This design comes from an exercise in tuning for small area, a short achievable clock period and few clock cycles on the open sky130 flow, not from production work. No run shown here included a check of the RTL's function; only the layout flow was run.

==> flow/design.v, too long to show whole: its modules and the start of the top module <==
// module exponent: 2648 lines
module exponent (clock, reset_n, enable, x, a, p, ready);
  // ...
==> flow/run.sh <==
#!/bin/bash
# synth_recipe.tcl (not shown) runs the flow's synth.tcl, then flattens the netlist and writes it again
# the make line also repeats each setting of config.mk as NAME=value (left out here)
make -C /OpenROAD-flow-scripts/flow DESIGN_CONFIG=/design/flow/config.mk WORK_HOME=/design/flow/orfs CLKGATE_MAP_FILE= SYNTH_SCRIPT=/design/flow/synth_recipe.tcl finish
==> flow/config.mk <==
export PLATFORM = sky130hd
export DESIGN_NAME = exponent
export DESIGN_NICKNAME = exponent
export VERILOG_FILES = /design/flow/design.v
export SDC_FILE = /design/flow/constraint.sdc
export NUM_CORES = 4
export LEC_CHECK = 0
export CAP_MARGIN = 20
export CORE_MARGIN = 2
export CORE_UTILIZATION = 40
export PLACE_DENSITY = 0.6
export SLEW_MARGIN = 20
==> flow/constraint.sdc <==
create_clock -name core_clock -period 10.0 [get_ports {clock}]
set_input_delay 2.0000 -clock core_clock [delete_from_list [all_inputs] [get_ports {clock}]]
set_output_delay 2.0000 -clock core_clock [all_outputs]
set_load 0.01 [all_outputs]
==> impl_metrics.env, run 1 <==
export IMPL_outcome="failed layout checks"
export IMPL_so_faults="negative setup slack"
export IMPL_min_period_over_period_pct=122
export IMPL_utilization_pct=46.7
export IMPL_setup_ws_ns=-2.18
export IMPL_hold_violations=0
export IMPL_ys_warn_count=1
export IMPL_rrSetupSlack_ns=-1.05
export IMPL_cp_common_cell="fa_2"
export IMPL_ctsHoldBuffers=0
export IMPL_rsz0062_at_grt="yes"
export IMPL_buffer_area_share_pct=10.3
export IMPL_cp_data_arrival_time_ns=12.29
export IMPL_largest_reg_flops=32
export IMPL_largestRegisters="p x32, b x31, e x31"
export IMPL_dpl_cell_count=3458
export IMPL_first_pass_iters=5
export IMPL_multi_input_cells=1674
export IMPL_dpl_worst_slack_ns=-3.19
export IMPL_synth_cells=2477
export IMPL_placed_area_um2=27400
export IMPL_setup_violations=7
export IMPL_seq_cell_count=96
export IMPL_drtIter0Drc=1338
==> run 2: changes to the inputs <==
--- a/flow/design.v
+++ b/flow/design.v
@@ -817,17 +817,272 @@
     assign sq_399 = sq_372 ^ sq_374 ^ sq_393;
     assign sq_400 = sq_394 ^ sq_395 ^ sq_396;
     assign sq_401 = sq_397 ^ sq_376 ^ sq_378;
     assign sq_402 = sq_380 ^ sq_398 ^ sq_399;
     assign sq_403 = sq_400 ^ sq_382 ^ sq_384;
     assign sq_404 = sq_401 ^ sq_402 ^ sq_386;
     assign sq_405 = sq_403 ^ sq_388 ^ sq_404;
     assign sq_406 = sq_390 ^ sq_405 ^ sq_392;
-    assign sq = {sq_406, sq_391, sq_363, sq_337, sq_311, sq_287, sq_263, sq_241, sq_219, sq_199, sq_179, sq_161, sq_143, sq_127, sq_111, sq_97, sq_83, sq_71, sq_59, sq_49, sq_39, sq_31, sq_23, sq_17, sq_11, sq_7, sq_3, sq_1, (s[0] & s[2]), s[1], 1'b0, s[0]} + {1'b0, 1'b0, 1'b0, 1'b0, 1'b0, 1'b0, 1'b0, 1'b0, 1'b0, 1'b0, 1'b0, 1'b0, 1'b0, 1'b0, 1'b0, 1'b0, 1'b0, 1'b0, 1'b0, 1'b0, 1'b0, 1'b0, 1'b0, 1'b0, 1'b0, 1'b0, 1'b0, 1'b0, 1'b0, (s[0] & s[1]), 1'b0, 1'b0};
+    wire sq_g0_0 = s[0] & 1'b0;
+    wire sq_p0_0 = s[0] ^ 1'b0;
+    wire sq_g0_1 = 1'b0 & 1'b0;
+    wire sq_p0_1 = 1'b0 ^ 1'b0;
+    wire sq_g0_2 = s[1] & (s[0] & s[1]);
+    wire sq_p0_2 = s[1] ^ (s[0] & s[1]);
+    wire sq_g0_3 = (s[0] & s[2]) & 1'b0;
+    wire sq_p0_3 = (s[0] & s[2]) ^ 1'b0;
+    wire sq_g0_4 = sq_1 & 1'b0;
+    wire sq_p0_4 = sq_1 ^ 1'b0;
+    wire sq_g0_5 = sq_3 & 1'b0;
+    wire sq_p0_5 = sq_3 ^ 1'b0;
+    wire sq_g0_6 = sq_7 & 1'b0;
+    wire sq_p0_6 = sq_7 ^ 1'b0;
+    wire sq_g0_7 = sq_11 & 1'b0;
+    wire sq_p0_7 = sq_11 ^ 1'b0;
+    wire sq_g0_8 = sq_17 & 1'b0;
+    wire sq_p0_8 = sq_17 ^ 1'b0;
+    wire sq_g0_9 = sq_23 & 1'b0;
+    wire sq_p0_9 = sq_23 ^ 1'b0;
+    wire sq_g0_10 = sq_31 & 1'b0;
+    wire sq_p0_10 = sq_31 ^ 1'b0;
+    wire sq_g0_11 = sq_39 & 1'b0;
+    wire sq_p0_11 = sq_39 ^ 1'b0;
+    wire sq_g0_12 = sq_49 & 1'b0;
+    wire sq_p0_12 = sq_49 ^ 1'b0;
+    wire sq_g0_13 = sq_59 & 1'b0;
+    wire sq_p0_13 = sq_59 ^ 1'b0;
+    wire sq_g0_14 = sq_71 & 1'b0;
+    wire sq_p0_14 = sq_71 ^ 1'b0;
+    wire sq_g0_15 = sq_83 & 1'b0;
+    wire sq_p0_15 = sq_83 ^ 1'b0;
+    wire sq_g0_16 = sq_97 & 1'b0;
+    wire sq_p0_16 = sq_97 ^ 1'b0;
+    wire sq_g0_17 = sq_111 & 1'b0;
+    wire sq_p0_17 = sq_111 ^ 1'b0;
+    wire sq_g0_18 = sq_127 & 1'b0;
+    wire sq_p0_18 = sq_127 ^ 1'b0;
+    wire sq_g0_19 = sq_143 & 1'b0;
+    wire sq_p0_19 = sq_143 ^ 1'b0;
+    wire sq_g0_20 = sq_161 & 1'b0;
+    wire sq_p0_20 = sq_161 ^ 1'b0;
+    wire sq_g0_21 = sq_179 & 1'b0;
+    wire sq_p0_21 = sq_179 ^ 1'b0;
+    wire sq_g0_22 = sq_199 & 1'b0;
+    wire sq_p0_22 = sq_199 ^ 1'b0;
+    wire sq_g0_23 = sq_219 & 1'b0;
+    wire sq_p0_23 = sq_219 ^ 1'b0;
+    wire sq_g0_24 = sq_241 & 1'b0;
+    wire sq_p0_24 = sq_241 ^ 1'b0;
+    wire sq_g0_25 = sq_263 & 1'b0;
+    wire sq_p0_25 = sq_263 ^ 1'b0;
+    wire sq_g0_26 = sq_287 & 1'b0;
+    wire sq_p0_26 = sq_287 ^ 1'b0;
+    wire sq_g0_27 = sq_311 & 1'b0;
+    wire sq_p0_27 = sq_311 ^ 1'b0;
+    wire sq_g0_28 = sq_337 & 1'b0;
+    wire sq_p0_28 = sq_337 ^ 1'b0;
+    wire sq_g0_29 = sq_363 & 1'b0;
+    wire sq_p0_29 = sq_363 ^ 1'b0;
+    wire sq_g0_30 = sq_391 & 1'b0;
+    wire sq_p0_30 = sq_391 ^ 1'b0;
+    wire sq_g0_31 = sq_406 & 1'b0;
+    wire sq_p0_31 = sq_406 ^ 1'b0;
+    wire sq_g1_1 = sq_g0_1 | (sq_p0_1 & sq_g0_0);
+    wire sq_pp1_1 = sq_p0_1 & sq_p0_0;
+    wire sq_g1_3 = sq_g0_3 | (sq_p0_3 & sq_g0_2);
+    wire sq_pp1_3 = sq_p0_3 & sq_p0_2;
+    wire sq_g1_5 = sq_g0_5 | (sq_p0_5 & sq_g0_4);
+    wire sq_pp1_5 = sq_p0_5 & sq_p0_4;
+    wire sq_g1_7 = sq_g0_7 | (sq_p0_7 & sq_g0_6);
+    wire sq_pp1_7 = sq_p0_7 & sq_p0_6;
+    wire sq_g1_9 = sq_g0_9 | (sq_p0_9 & sq_g0_8);
+    wire sq_pp1_9 = sq_p0_9 & sq_p0_8;
+    wire sq_g1_11 = sq_g0_11 | (sq_p0_11 & sq_g0_10);
+    wire sq_pp1_11 = sq_p0_11 & sq_p0_10;
+    wire sq_g1_13 = sq_g0_13 | (sq_p0_13 & sq_g0_12);
+    wire sq_pp1_13 = sq_p0_13 & sq_p0_12;
+    wire sq_g1_15 = sq_g0_15 | (sq_p0_15 & sq_g0_14);
+    wire sq_pp1_15 = sq_p0_15 & sq_p0_14;
+    wire sq_g1_17 = sq_g0_17 | (sq_p0_17 & sq_g0_16);
+    wire sq_pp1_17 = sq_p0_17 & sq_p0_16;
+    wire sq_g1_19 = sq_g0_19 | (sq_p0_19 & sq_g0_18);
+    wire sq_pp1_19 = sq_p0_19 & sq_p0_18;
+    wire sq_g1_21 = sq_g0_21 | (sq_p0_21 & sq_g0_20);
+    wire sq_pp1_21 = sq_p0_21 & sq_p0_20;
+    wire sq_g1_23 = sq_g0_23 | (sq_p0_23 & sq_g0_22);
+    wire sq_pp1_23 = sq_p0_23 & sq_p0_22;
+    wire sq_g1_25 = sq_g0_25 | (sq_p0_25 & sq_g0_24);
+    wire sq_pp1_25 = sq_p0_25 & sq_p0_24;
+    wire sq_g1_27 = sq_g0_27 | (sq_p0_27 & sq_g0_26);
+    wire sq_pp1_27 = sq_p0_27 & sq_p0_26;
+    wire sq_g1_29 = sq_g0_29 | (sq_p0_29 & sq_g0_28);
+    wire sq_pp1_29 = sq_p0_29 & sq_p0_28;
+    wire sq_g1_31 = sq_g0_31 | (sq_p0_31 & sq_g0_30);
+    wire sq_pp1_31 = sq_p0_31 & sq_p0_30;
+    wire sq_g2_2 = sq_g0_2 | (sq_p0_2 & sq_g1_1);
+    wire sq_pp2_2 = sq_p0_2 & sq_pp1_1;
+    wire sq_g2_3 = sq_g1_3 | (sq_pp1_3 & sq_g1_1);
+    wire sq_pp2_3 = sq_pp1_3 & sq_pp1_1;
+    wire sq_g2_6 = sq_g0_6 | (sq_p0_6 & sq_g1_5);
+    wire sq_pp2_6 = sq_p0_6 & sq_pp1_5;
+    wire sq_g2_7 = sq_g1_7 | (sq_pp1_7 & sq_g1_5);
+    wire sq_pp2_7 = sq_pp1_7 & sq_pp1_5;
+    wire sq_g2_10 = sq_g0_10 | (sq_p0_10 & sq_g1_9);
+    wire sq_pp2_10 = sq_p0_10 & sq_pp1_9;
+    wire sq_g2_11 = sq_g1_11 | (sq_pp1_11 & sq_g1_9);
+    wire sq_pp2_11 = sq_pp1_11 & sq_pp1_9;
+    wire sq_g2_14 = sq_g0_14 | (sq_p0_14 & sq_g1_13);
+    wire sq_pp2_14 = sq_p0_14 & sq_pp1_13;
+    wire sq_g2_15 = sq_g1_15 | (sq_pp1_15 & sq_g1_13);
+    wire sq_pp2_15 = sq_pp1_15 & sq_pp1_13;
+    wire sq_g2_18 = sq_g0_18 | (sq_p0_18 & sq_g1_17);
+    wire sq_pp2_18 = sq_p0_18 & sq_pp1_17;
+    wire sq_g2_19 = sq_g1_19 | (sq_pp1_19 & sq_g1_17);
+    wire sq_pp2_19 = sq_pp1_19 & sq_pp1_17;
+    wire sq_g2_22 = sq_g0_22 | (sq_p0_22 & sq_g1_21);
+    wire sq_pp2_22 = sq_p0_22 & sq_pp1_21;
+    wire sq_g2_23 = sq_g1_23 | (sq_pp1_23 & sq_g1_21);
+    wire sq_pp2_23 = sq_pp1_23 & sq_pp1_21;
+    wire sq_g2_26 = sq_g0_26 | (sq_p0_26 & sq_g1_25);
+    wire sq_pp2_26 = sq_p0_26 & sq_pp1_25;
+    wire sq_g2_27 = sq_g1_27 | (sq_pp1_27 & sq_g1_25);
+    wire sq_pp2_27 = sq_pp1_27 & sq_pp1_25;
+    wire sq_g2_30 = sq_g0_30 | (sq_p0_30 & sq_g1_29);
+    wire sq_pp2_30 = sq_p0_30 & sq_pp1_29;
+    wire sq_g2_31 = sq_g1_31 | (sq_pp1_31 & sq_g1_29);
+    wire sq_pp2_31 = sq_pp1_31 & sq_pp1_29;
+    wire sq_g3_4 = sq_g0_4 | (sq_p0_4 & sq_g2_3);
+    wire sq_pp3_4 = sq_p0_4 & sq_pp2_3;
+    wire sq_g3_5 = sq_g1_5 | (sq_pp1_5 & sq_g2_3);
+    wire sq_pp3_5 = sq_pp1_5 & sq_pp2_3;
+    wire sq_g3_6 = sq_g2_6 | (sq_pp2_6 & sq_g2_3);
+    wire sq_pp3_6 = sq_pp2_6 & sq_pp2_3;
+    wire sq_g3_7 = sq_g2_7 | (sq_pp2_7 & sq_g2_3);
+    wire sq_pp3_7 = sq_pp2_7 & sq_pp2_3;
+    wire sq_g3_12 = sq_g0_12 | (sq_p0_12 & sq_g2_11);
+    wire sq_pp3_12 = sq_p0_12 & sq_pp2_11;
+    wire sq_g3_13 = sq_g1_13 | (sq_pp1_13 & sq_g2_11);
+    wire sq_pp3_13 = sq_pp1_13 & sq_pp2_11;
+    wire sq_g3_14 = sq_g2_14 | (sq_pp2_14 & sq_g2_11);
+    wire sq_pp3_14 = sq_pp2_14 & sq_pp2_11;
+    wire sq_g3_15 = sq_g2_15 | (sq_pp2_15 & sq_g2_11);
+    wire sq_pp3_15 = sq_pp2_15 & sq_pp2_11;
+    wire sq_g3_20 = sq_g0_20 | (sq_p0_20 & sq_g2_19);
+    wire sq_pp3_20 = sq_p0_20 & sq_pp2_19;
+    wire sq_g3_21 = sq_g1_21 | (sq_pp1_21 & sq_g2_19);
+    wire sq_pp3_21 = sq_pp1_21 & sq_pp2_19;
+    wire sq_g3_22 = sq_g2_22 | (sq_pp2_22 & sq_g2_19);
+    wire sq_pp3_22 = sq_pp2_22 & sq_pp2_19;
+    wire sq_g3_23 = sq_g2_23 | (sq_pp2_23 & sq_g2_19);
+    wire sq_pp3_23 = sq_pp2_23 & sq_pp2_19;
+    wire sq_g3_28 = sq_g0_28 | (sq_p0_28 & sq_g2_27);
+    wire sq_pp3_28 = sq_p0_28 & sq_pp2_27;
+    wire sq_g3_29 = sq_g1_29 | (sq_pp1_29 & sq_g2_27);
+    wire sq_pp3_29 = sq_pp1_29 & sq_pp2_27;
+    wire sq_g3_30 = sq_g2_30 | (sq_pp2_30 & sq_g2_27);
+    wire sq_pp3_30 = sq_pp2_30 & sq_pp2_27;
+    wire sq_g3_31 = sq_g2_31 | (sq_pp2_31 & sq_g2_27);
+    wire sq_pp3_31 = sq_pp2_31 & sq_pp2_27;
+    wire sq_g4_8 = sq_g0_8 | (sq_p0_8 & sq_g3_7);
+    wire sq_pp4_8 = sq_p0_8 & sq_pp3_7;
+    wire sq_g4_9 = sq_g1_9 | (sq_pp1_9 & sq_g3_7);
+    wire sq_pp4_9 = sq_pp1_9 & sq_pp3_7;
+    wire sq_g4_10 = sq_g2_10 | (sq_pp2_10 & sq_g3_7);
+    wire sq_pp4_10 = sq_pp2_10 & sq_pp3_7;
+    wire sq_g4_11 = sq_g2_11 | (sq_pp2_11 & sq_g3_7);
+    wire sq_pp4_11 = sq_pp2_11 & sq_pp3_7;
+    wire sq_g4_12 = sq_g3_12 | (sq_pp3_12 & sq_g3_7);
+    wire sq_pp4_12 = sq_pp3_12 & sq_pp3_7;
+    wire sq_g4_13 = sq_g3_13 | (sq_pp3_13 & sq_g3_7);
+    wire sq_pp4_13 = sq_pp3_13 & sq_pp3_7;
+    wire sq_g4_14 = sq_g3_14 | (sq_pp3_14 & sq_g3_7);
+    wire sq_pp4_14 = sq_pp3_14 & sq_pp3_7;
+    wire sq_g4_15 = sq_g3_15 | (sq_pp3_15 & sq_g3_7);
+    wire sq_pp4_15 = sq_pp3_15 & sq_pp3_7;
+    wire sq_g4_24 = sq_g0_24 | (sq_p0_24 & sq_g3_23);
+    wire sq_pp4_24 = sq_p0_24 & sq_pp3_23;
+    wire sq_g4_25 = sq_g1_25 | (sq_pp1_25 & sq_g3_23);
+    wire sq_pp4_25 = sq_pp1_25 & sq_pp3_23;
+    wire sq_g4_26 = sq_g2_26 | (sq_pp2_26 & sq_g3_23);
+    wire sq_pp4_26 = sq_pp2_26 & sq_pp3_23;
+    wire sq_g4_27 = sq_g2_27 | (sq_pp2_27 & sq_g3_23);
+    wire sq_pp4_27 = sq_pp2_27 & sq_pp3_23;
+    wire sq_g4_28 = sq_g3_28 | (sq_pp3_28 & sq_g3_23);
+    wire sq_pp4_28 = sq_pp3_28 & sq_pp3_23;
+    wire sq_g4_29 = sq_g3_29 | (sq_pp3_29 & sq_g3_23);
+    wire sq_pp4_29 = sq_pp3_29 & sq_pp3_23;
+    wire sq_g4_30 = sq_g3_30 | (sq_pp3_30 & sq_g3_23);
+    wire sq_pp4_30 = sq_pp3_30 & sq_pp3_23;
+    wire sq_g4_31 = sq_g3_31 | (sq_pp3_31 & sq_g3_23);
+    wire sq_pp4_31 = sq_pp3_31 & sq_pp3_23;
+    wire sq_g5_16 = sq_g0_16 | (sq_p0_16 & sq_g4_15);
+    wire sq_pp5_16 = sq_p0_16 & sq_pp4_15;
+    wire sq_g5_17 = sq_g1_17 | (sq_pp1_17 & sq_g4_15);
+    wire sq_pp5_17 = sq_pp1_17 & sq_pp4_15;
+    wire sq_g5_18 = sq_g2_18 | (sq_pp2_18 & sq_g4_15);
+    wire sq_pp5_18 = sq_pp2_18 & sq_pp4_15;
+    wire sq_g5_19 = sq_g2_19 | (sq_pp2_19 & sq_g4_15);
+    wire sq_pp5_19 = sq_pp2_19 & sq_pp4_15;
+    wire sq_g5_20 = sq_g3_20 | (sq_pp3_20 & sq_g4_15);
+    wire sq_pp5_20 = sq_pp3_20 & sq_pp4_15;
+    wire sq_g5_21 = sq_g3_21 | (sq_pp3_21 & sq_g4_15);
+    wire sq_pp5_21 = sq_pp3_21 & sq_pp4_15;
+    wire sq_g5_22 = sq_g3_22 | (sq_pp3_22 & sq_g4_15);
+    wire sq_pp5_22 = sq_pp3_22 & sq_pp4_15;
+    wire sq_g5_23 = sq_g3_23 | (sq_pp3_23 & sq_g4_15);
+    wire sq_pp5_23 = sq_pp3_23 & sq_pp4_15;
+    wire sq_g5_24 = sq_g4_24 | (sq_pp4_24 & sq_g4_15);
+    wire sq_pp5_24 = sq_pp4_24 & sq_pp4_15;
+    wire sq_g5_25 = sq_g4_25 | (sq_pp4_25 & sq_g4_15);
+    wire sq_pp5_25 = sq_pp4_25 & sq_pp4_15;
+    wire sq_g5_26 = sq_g4_26 | (sq_pp4_26 & sq_g4_15);
+    wire sq_pp5_26 = sq_pp4_26 & sq_pp4_15;
+    wire sq_g5_27 = sq_g4_27 | (sq_pp4_27 & sq_g4_15);
+    wire sq_pp5_27 = sq_pp4_27 & sq_pp4_15;
+    wire sq_g5_28 = sq_g4_28 | (sq_pp4_28 & sq_g4_15);
+    wire sq_pp5_28 = sq_pp4_28 & sq_pp4_15;
+    wire sq_g5_29 = sq_g4_29 | (sq_pp4_29 & sq_g4_15);
+    wire sq_pp5_29 = sq_pp4_29 & sq_pp4_15;
+    wire sq_g5_30 = sq_g4_30 | (sq_pp4_30 & sq_g4_15);
+    wire sq_pp5_30 = sq_pp4_30 & sq_pp4_15;
+    wire sq_g5_31 = sq_g4_31 | (sq_pp4_31 & sq_g4_15);
+    wire sq_pp5_31 = sq_pp4_31 & sq_pp4_15;
+    assign sq[0] = sq_p0_0;
+    assign sq[1] = sq_p0_1 ^ sq_g0_0;
+    assign sq[2] = sq_p0_2 ^ sq_g1_1;
+    assign sq[3] = sq_p0_3 ^ sq_g2_2;
+    assign sq[4] = sq_p0_4 ^ sq_g2_3;
+    assign sq[5] = sq_p0_5 ^ sq_g3_4;
+    assign sq[6] = sq_p0_6 ^ sq_g3_5;
+    assign sq[7] = sq_p0_7 ^ sq_g3_6;
+    assign sq[8] = sq_p0_8 ^ sq_g3_7;
+    assign sq[9] = sq_p0_9 ^ sq_g4_8;
+    assign sq[10] = sq_p0_10 ^ sq_g4_9;
+    assign sq[11] = sq_p0_11 ^ sq_g4_10;
+    assign sq[12] = sq_p0_12 ^ sq_g4_11;
+    assign sq[13] = sq_p0_13 ^ sq_g4_12;
+    assign sq[14] = sq_p0_14 ^ sq_g4_13;
+    assign sq[15] = sq_p0_15 ^ sq_g4_14;
+    assign sq[16] = sq_p0_16 ^ sq_g4_15;
+    assign sq[17] = sq_p0_17 ^ sq_g5_16;
+    assign sq[18] = sq_p0_18 ^ sq_g5_17;
+    assign sq[19] = sq_p0_19 ^ sq_g5_18;
+    assign sq[20] = sq_p0_20 ^ sq_g5_19;
+    assign sq[21] = sq_p0_21 ^ sq_g5_20;
+    assign sq[22] = sq_p0_22 ^ sq_g5_21;
+    assign sq[23] = sq_p0_23 ^ sq_g5_22;
+    assign sq[24] = sq_p0_24 ^ sq_g5_23;
+    assign sq[25] = sq_p0_25 ^ sq_g5_24;
+    assign sq[26] = sq_p0_26 ^ sq_g5_25;
+    assign sq[27] = sq_p0_27 ^ sq_g5_26;
+    assign sq[28] = sq_p0_28 ^ sq_g5_27;
+    assign sq[29] = sq_p0_29 ^ sq_g5_28;
+    assign sq[30] = sq_p0_30 ^ sq_g5_29;
+    assign sq[31] = sq_p0_31 ^ sq_g5_30;
     wire pm_1;
     wire pm_2;
     wire pm_3;
     wire pm_4;
     wire pm_5;
     wire pm_6;
     wire pm_7;
     wire pm_8;
@@ -2618,17 +2873,272 @@
     assign pm_893 = pm_848 ^ pm_850 ^ pm_852;
     assign pm_894 = pm_888 ^ pm_854 ^ pm_889;
     assign pm_895 = pm_890 ^ pm_891 ^ pm_892;
     assign pm_896 = pm_856 ^ pm_858 ^ pm_893;
     assign pm_897 = pm_860 ^ pm_894 ^ pm_895;
     assign pm_898 = pm_862 ^ pm_896 ^ pm_864;
     assign pm_899 = pm_897 ^ pm_866 ^ pm_898;
     assign pm_900 = pm_868 ^ pm_899 ^ pm_870;
-    assign pr = {pm_900, pm_869, pm_811, pm_755, pm_701, pm_649, pm_599, pm_551, pm_505, pm_461, pm_419, pm_379, pm_341, pm_305, pm_271, pm_239, pm_209, pm_181, pm_155, pm_131, pm_109, pm_89, pm_71, pm_55, pm_41, pm_29, pm_19, pm_11, pm_5, pm_1, (p[1] & b[0]), (p[0] & b[0])} + {1'b0, 1'b0, 1'b0, 1'b0, 1'b0, 1'b0, 1'b0, 1'b0, 1'b0, 1'b0, 1'b0, 1'b0, 1'b0, 1'b0, 1'b0, 1'b0, 1'b0, 1'b0, 1'b0, 1'b0, 1'b0, 1'b0, 1'b0, 1'b0, 1'b0, 1'b0, 1'b0, 1'b0, 1'b0, 1'b0, (p[0] & b[1]), 1'b0};
+    wire pm_g0_0 = (p[0] & b[0]) & 1'b0;
+    wire pm_p0_0 = (p[0] & b[0]) ^ 1'b0;
+    wire pm_g0_1 = (p[1] & b[0]) & (p[0] & b[1]);
+    wire pm_p0_1 = (p[1] & b[0]) ^ (p[0] & b[1]);
+    wire pm_g0_2 = pm_1 & 1'b0;
+    wire pm_p0_2 = pm_1 ^ 1'b0;
+    wire pm_g0_3 = pm_5 & 1'b0;
+    wire pm_p0_3 = pm_5 ^ 1'b0;
+    wire pm_g0_4 = pm_11 & 1'b0;
+    wire pm_p0_4 = pm_11 ^ 1'b0;
+    wire pm_g0_5 = pm_19 & 1'b0;
+    wire pm_p0_5 = pm_19 ^ 1'b0;
+    wire pm_g0_6 = pm_29 & 1'b0;
+    wire pm_p0_6 = pm_29 ^ 1'b0;
+    wire pm_g0_7 = pm_41 & 1'b0;
+    wire pm_p0_7 = pm_41 ^ 1'b0;
+    wire pm_g0_8 = pm_55 & 1'b0;
+    wire pm_p0_8 = pm_55 ^ 1'b0;
+    wire pm_g0_9 = pm_71 & 1'b0;
+    wire pm_p0_9 = pm_71 ^ 1'b0;
+    wire pm_g0_10 = pm_89 & 1'b0;
+    wire pm_p0_10 = pm_89 ^ 1'b0;
+    wire pm_g0_11 = pm_109 & 1'b0;
+    wire pm_p0_11 = pm_109 ^ 1'b0;
+    wire pm_g0_12 = pm_131 & 1'b0;
+    wire pm_p0_12 = pm_131 ^ 1'b0;
+    wire pm_g0_13 = pm_155 & 1'b0;
+    wire pm_p0_13 = pm_155 ^ 1'b0;
+    wire pm_g0_14 = pm_181 & 1'b0;
+    wire pm_p0_14 = pm_181 ^ 1'b0;
+    wire pm_g0_15 = pm_209 & 1'b0;
+    wire pm_p0_15 = pm_209 ^ 1'b0;
+    wire pm_g0_16 = pm_239 & 1'b0;
+    wire pm_p0_16 = pm_239 ^ 1'b0;
+    wire pm_g0_17 = pm_271 & 1'b0;
+    wire pm_p0_17 = pm_271 ^ 1'b0;
+    wire pm_g0_18 = pm_305 & 1'b0;
+    wire pm_p0_18 = pm_305 ^ 1'b0;
+    wire pm_g0_19 = pm_341 & 1'b0;
+    wire pm_p0_19 = pm_341 ^ 1'b0;
+    wire pm_g0_20 = pm_379 & 1'b0;
+    wire pm_p0_20 = pm_379 ^ 1'b0;
+    wire pm_g0_21 = pm_419 & 1'b0;
+    wire pm_p0_21 = pm_419 ^ 1'b0;
+    wire pm_g0_22 = pm_461 & 1'b0;
+    wire pm_p0_22 = pm_461 ^ 1'b0;
+    wire pm_g0_23 = pm_505 & 1'b0;
+    wire pm_p0_23 = pm_505 ^ 1'b0;
+    wire pm_g0_24 = pm_551 & 1'b0;
+    wire pm_p0_24 = pm_551 ^ 1'b0;
+    wire pm_g0_25 = pm_599 & 1'b0;
+    wire pm_p0_25 = pm_599 ^ 1'b0;
+    wire pm_g0_26 = pm_649 & 1'b0;
+    wire pm_p0_26 = pm_649 ^ 1'b0;
+    wire pm_g0_27 = pm_701 & 1'b0;
+    wire pm_p0_27 = pm_701 ^ 1'b0;
+    wire pm_g0_28 = pm_755 & 1'b0;
+    wire pm_p0_28 = pm_755 ^ 1'b0;
+    wire pm_g0_29 = pm_811 & 1'b0;
+    wire pm_p0_29 = pm_811 ^ 1'b0;
+    wire pm_g0_30 = pm_869 & 1'b0;
+    wire pm_p0_30 = pm_869 ^ 1'b0;
+    wire pm_g0_31 = pm_900 & 1'b0;
+    wire pm_p0_31 = pm_900 ^ 1'b0;
+    wire pm_g1_1 = pm_g0_1 | (pm_p0_1 & pm_g0_0);
+    wire pm_pp1_1 = pm_p0_1 & pm_p0_0;
+    wire pm_g1_3 = pm_g0_3 | (pm_p0_3 & pm_g0_2);
+    wire pm_pp1_3 = pm_p0_3 & pm_p0_2;
+    wire pm_g1_5 = pm_g0_5 | (pm_p0_5 & pm_g0_4);
+    wire pm_pp1_5 = pm_p0_5 & pm_p0_4;
+    wire pm_g1_7 = pm_g0_7 | (pm_p0_7 & pm_g0_6);
+    wire pm_pp1_7 = pm_p0_7 & pm_p0_6;
+    wire pm_g1_9 = pm_g0_9 | (pm_p0_9 & pm_g0_8);
+    wire pm_pp1_9 = pm_p0_9 & pm_p0_8;
+    wire pm_g1_11 = pm_g0_11 | (pm_p0_11 & pm_g0_10);
+    wire pm_pp1_11 = pm_p0_11 & pm_p0_10;
+    wire pm_g1_13 = pm_g0_13 | (pm_p0_13 & pm_g0_12);
+    wire pm_pp1_13 = pm_p0_13 & pm_p0_12;
+    wire pm_g1_15 = pm_g0_15 | (pm_p0_15 & pm_g0_14);
+    wire pm_pp1_15 = pm_p0_15 & pm_p0_14;
+    wire pm_g1_17 = pm_g0_17 | (pm_p0_17 & pm_g0_16);
+    wire pm_pp1_17 = pm_p0_17 & pm_p0_16;
+    wire pm_g1_19 = pm_g0_19 | (pm_p0_19 & pm_g0_18);
+    wire pm_pp1_19 = pm_p0_19 & pm_p0_18;
+    wire pm_g1_21 = pm_g0_21 | (pm_p0_21 & pm_g0_20);
+    wire pm_pp1_21 = pm_p0_21 & pm_p0_20;
+    wire pm_g1_23 = pm_g0_23 | (pm_p0_23 & pm_g0_22);
+    wire pm_pp1_23 = pm_p0_23 & pm_p0_22;
+    wire pm_g1_25 = pm_g0_25 | (pm_p0_25 & pm_g0_24);
+    wire pm_pp1_25 = pm_p0_25 & pm_p0_24;
+    wire pm_g1_27 = pm_g0_27 | (pm_p0_27 & pm_g0_26);
+    wire pm_pp1_27 = pm_p0_27 & pm_p0_26;
+    wire pm_g1_29 = pm_g0_29 | (pm_p0_29 & pm_g0_28);
+    wire pm_pp1_29 = pm_p0_29 & pm_p0_28;
+    wire pm_g1_31 = pm_g0_31 | (pm_p0_31 & pm_g0_30);
+    wire pm_pp1_31 = pm_p0_31 & pm_p0_30;
+    wire pm_g2_2 = pm_g0_2 | (pm_p0_2 & pm_g1_1);
+    wire pm_pp2_2 = pm_p0_2 & pm_pp1_1;
+    wire pm_g2_3 = pm_g1_3 | (pm_pp1_3 & pm_g1_1);
+    wire pm_pp2_3 = pm_pp1_3 & pm_pp1_1;
+    wire pm_g2_6 = pm_g0_6 | (pm_p0_6 & pm_g1_5);
+    wire pm_pp2_6 = pm_p0_6 & pm_pp1_5;
+    wire pm_g2_7 = pm_g1_7 | (pm_pp1_7 & pm_g1_5);
+    wire pm_pp2_7 = pm_pp1_7 & pm_pp1_5;
+    wire pm_g2_10 = pm_g0_10 | (pm_p0_10 & pm_g1_9);
+    wire pm_pp2_10 = pm_p0_10 & pm_pp1_9;
+    wire pm_g2_11 = pm_g1_11 | (pm_pp1_11 & pm_g1_9);
+    wire pm_pp2_11 = pm_pp1_11 & pm_pp1_9;
+    wire pm_g2_14 = pm_g0_14 | (pm_p0_14 & pm_g1_13);
+    wire pm_pp2_14 = pm_p0_14 & pm_pp1_13;
+    wire pm_g2_15 = pm_g1_15 | (pm_pp1_15 & pm_g1_13);
+    wire pm_pp2_15 = pm_pp1_15 & pm_pp1_13;
+    wire pm_g2_18 = pm_g0_18 | (pm_p0_18 & pm_g1_17);
+    wire pm_pp2_18 = pm_p0_18 & pm_pp1_17;
+    wire pm_g2_19 = pm_g1_19 | (pm_pp1_19 & pm_g1_17);
+    wire pm_pp2_19 = pm_pp1_19 & pm_pp1_17;
+    wire pm_g2_22 = pm_g0_22 | (pm_p0_22 & pm_g1_21);
+    wire pm_pp2_22 = pm_p0_22 & pm_pp1_21;
+    wire pm_g2_23 = pm_g1_23 | (pm_pp1_23 & pm_g1_21);
+    wire pm_pp2_23 = pm_pp1_23 & pm_pp1_21;
+    wire pm_g2_26 = pm_g0_26 | (pm_p0_26 & pm_g1_25);
+    wire pm_pp2_26 = pm_p0_26 & pm_pp1_25;
+    wire pm_g2_27 = pm_g1_27 | (pm_pp1_27 & pm_g1_25);
+    wire pm_pp2_27 = pm_pp1_27 & pm_pp1_25;
+    wire pm_g2_30 = pm_g0_30 | (pm_p0_30 & pm_g1_29);
+    wire pm_pp2_30 = pm_p0_30 & pm_pp1_29;
+    wire pm_g2_31 = pm_g1_31 | (pm_pp1_31 & pm_g1_29);
+    wire pm_pp2_31 = pm_pp1_31 & pm_pp1_29;
+    wire pm_g3_4 = pm_g0_4 | (pm_p0_4 & pm_g2_3);
+    wire pm_pp3_4 = pm_p0_4 & pm_pp2_3;
+    wire pm_g3_5 = pm_g1_5 | (pm_pp1_5 & pm_g2_3);
+    wire pm_pp3_5 = pm_pp1_5 & pm_pp2_3;
+    wire pm_g3_6 = pm_g2_6 | (pm_pp2_6 & pm_g2_3);
+    wire pm_pp3_6 = pm_pp2_6 & pm_pp2_3;
+    wire pm_g3_7 = pm_g2_7 | (pm_pp2_7 & pm_g2_3);
+    wire pm_pp3_7 = pm_pp2_7 & pm_pp2_3;
+    wire pm_g3_12 = pm_g0_12 | (pm_p0_12 & pm_g2_11);
+    wire pm_pp3_12 = pm_p0_12 & pm_pp2_11;
+    wire pm_g3_13 = pm_g1_13 | (pm_pp1_13 & pm_g2_11);
+    wire pm_pp3_13 = pm_pp1_13 & pm_pp2_11;
+    wire pm_g3_14 = pm_g2_14 | (pm_pp2_14 & pm_g2_11);
+    wire pm_pp3_14 = pm_pp2_14 & pm_pp2_11;
+    wire pm_g3_15 = pm_g2_15 | (pm_pp2_15 & pm_g2_11);
+    wire pm_pp3_15 = pm_pp2_15 & pm_pp2_11;
+    wire pm_g3_20 = pm_g0_20 | (pm_p0_20 & pm_g2_19);
+    wire pm_pp3_20 = pm_p0_20 & pm_pp2_19;
+    wire pm_g3_21 = pm_g1_21 | (pm_pp1_21 & pm_g2_19);
+    wire pm_pp3_21 = pm_pp1_21 & pm_pp2_19;
+    wire pm_g3_22 = pm_g2_22 | (pm_pp2_22 & pm_g2_19);
+    wire pm_pp3_22 = pm_pp2_22 & pm_pp2_19;
+    wire pm_g3_23 = pm_g2_23 | (pm_pp2_23 & pm_g2_19);
+    wire pm_pp3_23 = pm_pp2_23 & pm_pp2_19;
+    wire pm_g3_28 = pm_g0_28 | (pm_p0_28 & pm_g2_27);
+    wire pm_pp3_28 = pm_p0_28 & pm_pp2_27;
+    wire pm_g3_29 = pm_g1_29 | (pm_pp1_29 & pm_g2_27);
+    wire pm_pp3_29 = pm_pp1_29 & pm_pp2_27;
+    wire pm_g3_30 = pm_g2_30 | (pm_pp2_30 & pm_g2_27);
+    wire pm_pp3_30 = pm_pp2_30 & pm_pp2_27;
+    wire pm_g3_31 = pm_g2_31 | (pm_pp2_31 & pm_g2_27);
+    wire pm_pp3_31 = pm_pp2_31 & pm_pp2_27;
+    wire pm_g4_8 = pm_g0_8 | (pm_p0_8 & pm_g3_7);
+    wire pm_pp4_8 = pm_p0_8 & pm_pp3_7;
+    wire pm_g4_9 = pm_g1_9 | (pm_pp1_9 & pm_g3_7);
+    wire pm_pp4_9 = pm_pp1_9 & pm_pp3_7;
+    wire pm_g4_10 = pm_g2_10 | (pm_pp2_10 & pm_g3_7);
+    wire pm_pp4_10 = pm_pp2_10 & pm_pp3_7;
+    wire pm_g4_11 = pm_g2_11 | (pm_pp2_11 & pm_g3_7);
+    wire pm_pp4_11 = pm_pp2_11 & pm_pp3_7;
+    wire pm_g4_12 = pm_g3_12 | (pm_pp3_12 & pm_g3_7);
+    wire pm_pp4_12 = pm_pp3_12 & pm_pp3_7;
+    wire pm_g4_13 = pm_g3_13 | (pm_pp3_13 & pm_g3_7);
+    wire pm_pp4_13 = pm_pp3_13 & pm_pp3_7;
+    wire pm_g4_14 = pm_g3_14 | (pm_pp3_14 & pm_g3_7);
+    wire pm_pp4_14 = pm_pp3_14 & pm_pp3_7;
+    wire pm_g4_15 = pm_g3_15 | (pm_pp3_15 & pm_g3_7);
+    wire pm_pp4_15 = pm_pp3_15 & pm_pp3_7;
+    wire pm_g4_24 = pm_g0_24 | (pm_p0_24 & pm_g3_23);
+    wire pm_pp4_24 = pm_p0_24 & pm_pp3_23;
+    wire pm_g4_25 = pm_g1_25 | (pm_pp1_25 & pm_g3_23);
+    wire pm_pp4_25 = pm_pp1_25 & pm_pp3_23;
+    wire pm_g4_26 = pm_g2_26 | (pm_pp2_26 & pm_g3_23);
+    wire pm_pp4_26 = pm_pp2_26 & pm_pp3_23;
+    wire pm_g4_27 = pm_g2_27 | (pm_pp2_27 & pm_g3_23);
+    wire pm_pp4_27 = pm_pp2_27 & pm_pp3_23;
+    wire pm_g4_28 = pm_g3_28 | (pm_pp3_28 & pm_g3_23);
+    wire pm_pp4_28 = pm_pp3_28 & pm_pp3_23;
+    wire pm_g4_29 = pm_g3_29 | (pm_pp3_29 & pm_g3_23);
+    wire pm_pp4_29 = pm_pp3_29 & pm_pp3_23;
+    wire pm_g4_30 = pm_g3_30 | (pm_pp3_30 & pm_g3_23);
+    wire pm_pp4_30 = pm_pp3_30 & pm_pp3_23;
+    wire pm_g4_31 = pm_g3_31 | (pm_pp3_31 & pm_g3_23);
+    wire pm_pp4_31 = pm_pp3_31 & pm_pp3_23;
+    wire pm_g5_16 = pm_g0_16 | (pm_p0_16 & pm_g4_15);
+    wire pm_pp5_16 = pm_p0_16 & pm_pp4_15;
+    wire pm_g5_17 = pm_g1_17 | (pm_pp1_17 & pm_g4_15);
+    wire pm_pp5_17 = pm_pp1_17 & pm_pp4_15;
+    wire pm_g5_18 = pm_g2_18 | (pm_pp2_18 & pm_g4_15);
+    wire pm_pp5_18 = pm_pp2_18 & pm_pp4_15;
+    wire pm_g5_19 = pm_g2_19 | (pm_pp2_19 & pm_g4_15);
+    wire pm_pp5_19 = pm_pp2_19 & pm_pp4_15;
+    wire pm_g5_20 = pm_g3_20 | (pm_pp3_20 & pm_g4_15);
+    wire pm_pp5_20 = pm_pp3_20 & pm_pp4_15;
+    wire pm_g5_21 = pm_g3_21 | (pm_pp3_21 & pm_g4_15);
+    wire pm_pp5_21 = pm_pp3_21 & pm_pp4_15;
+    wire pm_g5_22 = pm_g3_22 | (pm_pp3_22 & pm_g4_15);
+    wire pm_pp5_22 = pm_pp3_22 & pm_pp4_15;
+    wire pm_g5_23 = pm_g3_23 | (pm_pp3_23 & pm_g4_15);
+    wire pm_pp5_23 = pm_pp3_23 & pm_pp4_15;
+    wire pm_g5_24 = pm_g4_24 | (pm_pp4_24 & pm_g4_15);
+    wire pm_pp5_24 = pm_pp4_24 & pm_pp4_15;
+    wire pm_g5_25 = pm_g4_25 | (pm_pp4_25 & pm_g4_15);
+    wire pm_pp5_25 = pm_pp4_25 & pm_pp4_15;
+    wire pm_g5_26 = pm_g4_26 | (pm_pp4_26 & pm_g4_15);
+    wire pm_pp5_26 = pm_pp4_26 & pm_pp4_15;
+    wire pm_g5_27 = pm_g4_27 | (pm_pp4_27 & pm_g4_15);
+    wire pm_pp5_27 = pm_pp4_27 & pm_pp4_15;
+    wire pm_g5_28 = pm_g4_28 | (pm_pp4_28 & pm_g4_15);
+    wire pm_pp5_28 = pm_pp4_28 & pm_pp4_15;
+    wire pm_g5_29 = pm_g4_29 | (pm_pp4_29 & pm_g4_15);
+    wire pm_pp5_29 = pm_pp4_29 & pm_pp4_15;
+    wire pm_g5_30 = pm_g4_30 | (pm_pp4_30 & pm_g4_15);
+    wire pm_pp5_30 = pm_pp4_30 & pm_pp4_15;
+    wire pm_g5_31 = pm_g4_31 | (pm_pp4_31 & pm_g4_15);
+    wire pm_pp5_31 = pm_pp4_31 & pm_pp4_15;
+    assign pr[0] = pm_p0_0;
+    assign pr[1] = pm_p0_1 ^ pm_g0_0;
+    assign pr[2] = pm_p0_2 ^ pm_g1_1;
+    assign pr[3] = pm_p0_3 ^ pm_g2_2;
+    assign pr[4] = pm_p0_4 ^ pm_g2_3;
+    assign pr[5] = pm_p0_5 ^ pm_g3_4;
+    assign pr[6] = pm_p0_6 ^ pm_g3_5;
+    assign pr[7] = pm_p0_7 ^ pm_g3_6;
+    assign pr[8] = pm_p0_8 ^ pm_g3_7;
+    assign pr[9] = pm_p0_9 ^ pm_g4_8;
+    assign pr[10] = pm_p0_10 ^ pm_g4_9;
+    assign pr[11] = pm_p0_11 ^ pm_g4_10;
+    assign pr[12] = pm_p0_12 ^ pm_g4_11;
+    assign pr[13] = pm_p0_13 ^ pm_g4_12;
+    assign pr[14] = pm_p0_14 ^ pm_g4_13;
+    assign pr[15] = pm_p0_15 ^ pm_g4_14;
+    assign pr[16] = pm_p0_16 ^ pm_g4_15;
+    assign pr[17] = pm_p0_17 ^ pm_g5_16;
+    assign pr[18] = pm_p0_18 ^ pm_g5_17;
+    assign pr[19] = pm_p0_19 ^ pm_g5_18;
+    assign pr[20] = pm_p0_20 ^ pm_g5_19;
+    assign pr[21] = pm_p0_21 ^ pm_g5_20;
+    assign pr[22] = pm_p0_22 ^ pm_g5_21;
+    assign pr[23] = pm_p0_23 ^ pm_g5_22;
+    assign pr[24] = pm_p0_24 ^ pm_g5_23;
+    assign pr[25] = pm_p0_25 ^ pm_g5_24;
+    assign pr[26] = pm_p0_26 ^ pm_g5_25;
+    assign pr[27] = pm_p0_27 ^ pm_g5_26;
+    assign pr[28] = pm_p0_28 ^ pm_g5_27;
+    assign pr[29] = pm_p0_29 ^ pm_g5_28;
+    assign pr[30] = pm_p0_30 ^ pm_g5_29;
+    assign pr[31] = pm_p0_31 ^ pm_g5_30;
     always @(posedge clock) begin
         if (!reset_n) begin
             busy <= 1'b0;
             ready <= 1'b0;
         end else if (busy) begin
             if (e[0]) p <= pr;
             b <= sq;
             e <= e >> 1;
==> impl_metrics.env, run 2 <==
export IMPL_globalRouteTotalUtil_pct=26.4
export IMPL_io_buffers=99
export IMPL_drive_above_1_share_pct=14.3
export IMPL_grt_ovfl_total=0
export IMPL_drv_slew=0
export IMPL_rrSetupSlack_ns=-1.73
export IMPL_ctsHoldBuffers=0
export IMPL_die_w_um=250
export IMPL_synth_cells=2473
export IMPL_ys_types=47
export IMPL_antenna_found_initial=1
export IMPL_fin_cells=3457
export IMPL_synthTopCellsByCount="601 x fa_1, 595 x inv_1, 384 x and2_1"
export IMPL_grt_max_degree=63
export IMPL_gp_congestion=0.923
export IMPL_r2r_cells=37
export IMPL_synth_main_ff_cell="edfxtp_1"
export IMPL_cts_tree="done"
export IMPL_hold_violations=0
export IMPL_cts_buffer_depth=2
export IMPL_dpl_cell_count=3428
export IMPL_h_tree_depth=3
export IMPL_critPathLaunchType="input pin"
export IMPL_ioPinCount=100
export IMPL_synth_top_area_share_pct=49.8
export IMPL_yosysSeqAreaShare_pct=11.8
export IMPL_r2r_end="b[31]"
export IMPL_drtIter0Drc=1229
export IMPL_core_region_area_um2=60000
export IMPL_yosys_top_cells_area="fa_1 50%, edfxtp_1 12%, and2_1 9.9%, inv_1 9.2%, nand2_1 3.0%"
export IMPL_whs_ns=0.582
export IMPL_cp_required_ns=10.12
export IMPL_avgSynthCellArea_um2=9.78
export IMPL_async_flop_share_pct=0
export IMPL_numCtsBuffers=9
export IMPL_initial_utilization_pct=40.3
export IMPL_syn_area_um2=24200
export IMPL_dpl_worst_slack_ns=-3.60
export IMPL_ant_nets=0
export IMPL_slowest_delay_ns=0.56
export IMPL_clock_skew_ns=0.0177
export IMPL_die_h_um=250
export IMPL_largestRegisters="p x32, b x31, e x31"
export IMPL_worst_slew_pin_slew_ns=0.871
export IMPL_clock_latency_ns=0.38
export IMPL_critPathMaxFanout=5
export IMPL_rsz0062_at_grt="yes"
export IMPL_largest_reg_flops=32
export IMPL_cp_top_family="adder cells"
export IMPL_cts_root_buf="clkbuf_16"
export IMPL_layout_area_overhead_vs_synth_pct=15.5
export IMPL_clkTransAtPathRegs_ns=0.09
export IMPL_top_register="p"
export IMPL_cp_end_kind="register"
export IMPL_maxSlewHeadroom_pct=41.9
export IMPL_so_faults="negative setup slack"
export IMPL_dieArea_um2=62400
export IMPL_grt_pass1_vias=20153
export IMPL_holdPathStages=1
export IMPL_viasPerCell=5.06
export IMPL_hold_start="e[17]"
export IMPL_hold_path_class="reg2reg"
export IMPL_syn_num_nets=3175
export IMPL_fmax_mhz=78.6
export IMPL_cp_num_buf_inv=3
export IMPL_period_needed_ns=12.73
export IMPL_route_detailed_drc=0
export IMPL_setup_violations=10
export IMPL_num_vias=17504
export IMPL_first_pass_iters=5
export IMPL_r2r_start="busy"
export IMPL_final_common_cell="inv_1"
export IMPL_cp_data_arrival_time_ns=12.85
export IMPL_cts_sinks=96
export IMPL_diodes=0
export IMPL_cp_depth=37
export IMPL_synth_most_common_cell="fa_1"
export IMPL_ys_warn_count=1
export IMPL_min_period_over_period_pct=127
export IMPL_finalNetCount=3372
export IMPL_wire_per_inst_um=22.7
export IMPL_synth_edff_count=94
export IMPL_slowest_stage="fa_2"
export IMPL_cp_common_cell="fa_2"
export IMPL_drv_cap=0
export IMPL_wl_um=78600
export IMPL_crit_type="in2reg"
export IMPL_synth_seq_cells=96
export IMPL_final_cell_mix="584 x inv_1, 546 x fa_1, 381 x and2_1, 194 x nand2_1, 194 x buf_4"
export IMPL_dp_hpwl_um=63100
export IMPL_rows=90
export IMPL_worstHoldEndpoint="e[16]"
export IMPL_outcome="failed layout checks"
export IMPL_nFillCells=5721
export IMPL_grt_pass1_wl_um=123000
export IMPL_setup_ws_ns=-2.73
export IMPL_synth_top_area_cell="fa_1"
export IMPL_utilization_pct=46.5
## run 2: changes by cell type after synthesis, moves of 7 or more
cell / before / now
nor2_1: 154 / 164
or2_2: 10 / 17
and2_1: 360 / 384
inv_1: 581 / 595
nand2_1: 245 / 196
## run 2: stage by stage
stage	setup TNS [ns]	instance area (um^2)
5_1_grt	-13.49	27900
2_1_floorplan	-9.32	24500
3_3_place_gp	-19.43	27300
4_1_cts	-10.64	27900
3_5_place_dp	-19.73	27300
6_report	-10.77	27900
## run 2: cell type report
| type | instances | area, um^2 | share of cell area [%] |
|---|---|---|---|
| Clock buffer | 9 | 225 | 0.807 |
| Multi-Input combinational cell | 1658 | 18900 | 67.6 |
| Timing Repair Buffer | 307 | 2630 | 9.40 |
| Sequential cell | 96 | 2870 | 10.3 |
| Inverter | 598 | 2240 | 8.04 |
| Tap cell | 782 | 978 | 3.50 |
| Clock inverter | 7 | 98.8 | 0.354 |
## run 2: logic make-up after synthesis
logic type                 after synthesis  synth area share, %
adders and majority gates              635                 51.5
muxes                                   53                 2.37
DFF                                     96                 11.8
buffers and inverters                  719                 11.3
AOI/OAI and AO/OA                       52                 1.50
and+or+nand+nor                        809                 17.4
xor gates and xnor gates               109                 4.09
## run 2: worst reg2reg max path: cells and delay by family, from the launching register on
| kind | cells | cell delay [ns] |
|---|---|---|
| and+or+nand+nor | 1 | 0.07 |
| muxes | 1 | 0.30 |
| adders and majority gates | 26 | 9.25 |
| buffers and inverters | 2 | 0.27 |
| xor gates and xnor gates | 7 | 1.15 |
| DFF | 1 | 0.45 |
## run 2: timing repair
action / 4_1_cts / 5_1_grt
setup buffers: 11 / 3
endpoints found under the setup margin: 14 / 14
resized for setup: 65 / 14
cloned: 1 / 0
pin swaps: 20 / 14
endpoints found under the hold margin: 0 / 0
## run 2: how the worst max path moves through the flow
| stage | startpoint | endpoint | slack (ns) |
|---|---|---|---|
| floorplan | x[0] | b[31] | -2.68 |
| global placement | x[0] | b[31] | -3.59 |
| detailed placement | x[0] | b[31] | -3.60 |
| CTS | x[3] | b[31] | -2.70 |
| global route | x[0] | b[31] | -3.08 |
| finish | x[0] | b[31] | -2.73 |
## run 2: per-layer routing
| metal | track usage, % | share of wire, % | vias up |
|---|---|---|---|
| met5 | 0 | 0.017 | - |
| met4 | 7.04 | 2.7 | 2 |
| met3 | 3.64 | 6.6 | 122 |
| met2 | 44.0 | 48 | 652 |
| met1 | 36.2 | 43 | 9293 |
| li1 | - | - | 7435 |

## re-timing with driven ports
The flow's constraints put no driver on any port. The routed layouts listed below were extracted and timed again, unchanged, in two steps.
Step 1 assumes that a clkbuf_16 drives the clock port and a buf_2 every other input.
Step 2, shift: input delay + t, output delay - t, t = (earliest + latest rising clock arrival at the registers) / 2. This alone moves slack from input paths to output paths.
a / b / c = ideal / step 1 / step 2; a / b = the first two.
run | shift t [ns] | setup WS [ns] | worst hold slack (ns) | clock arrival spread, ns | slew at the worst register clock pin (ns)
run 1 | 0.420 | -2.175 / -2.209 / -2.629 | 0.584 / 0.584 / 0.584 | 0.012 / 0.012 | 0.08 / 0.08
run 2 | 0.424 | -2.726 / -2.718 / -3.142 | 0.582 / 0.582 / 0.582 | 0.020 / 0.020 | 0.09 / 0.09
The setup slack of run 1, which loses most, moves by -0.034 ns with the drivers and by -0.454 ns with both steps.
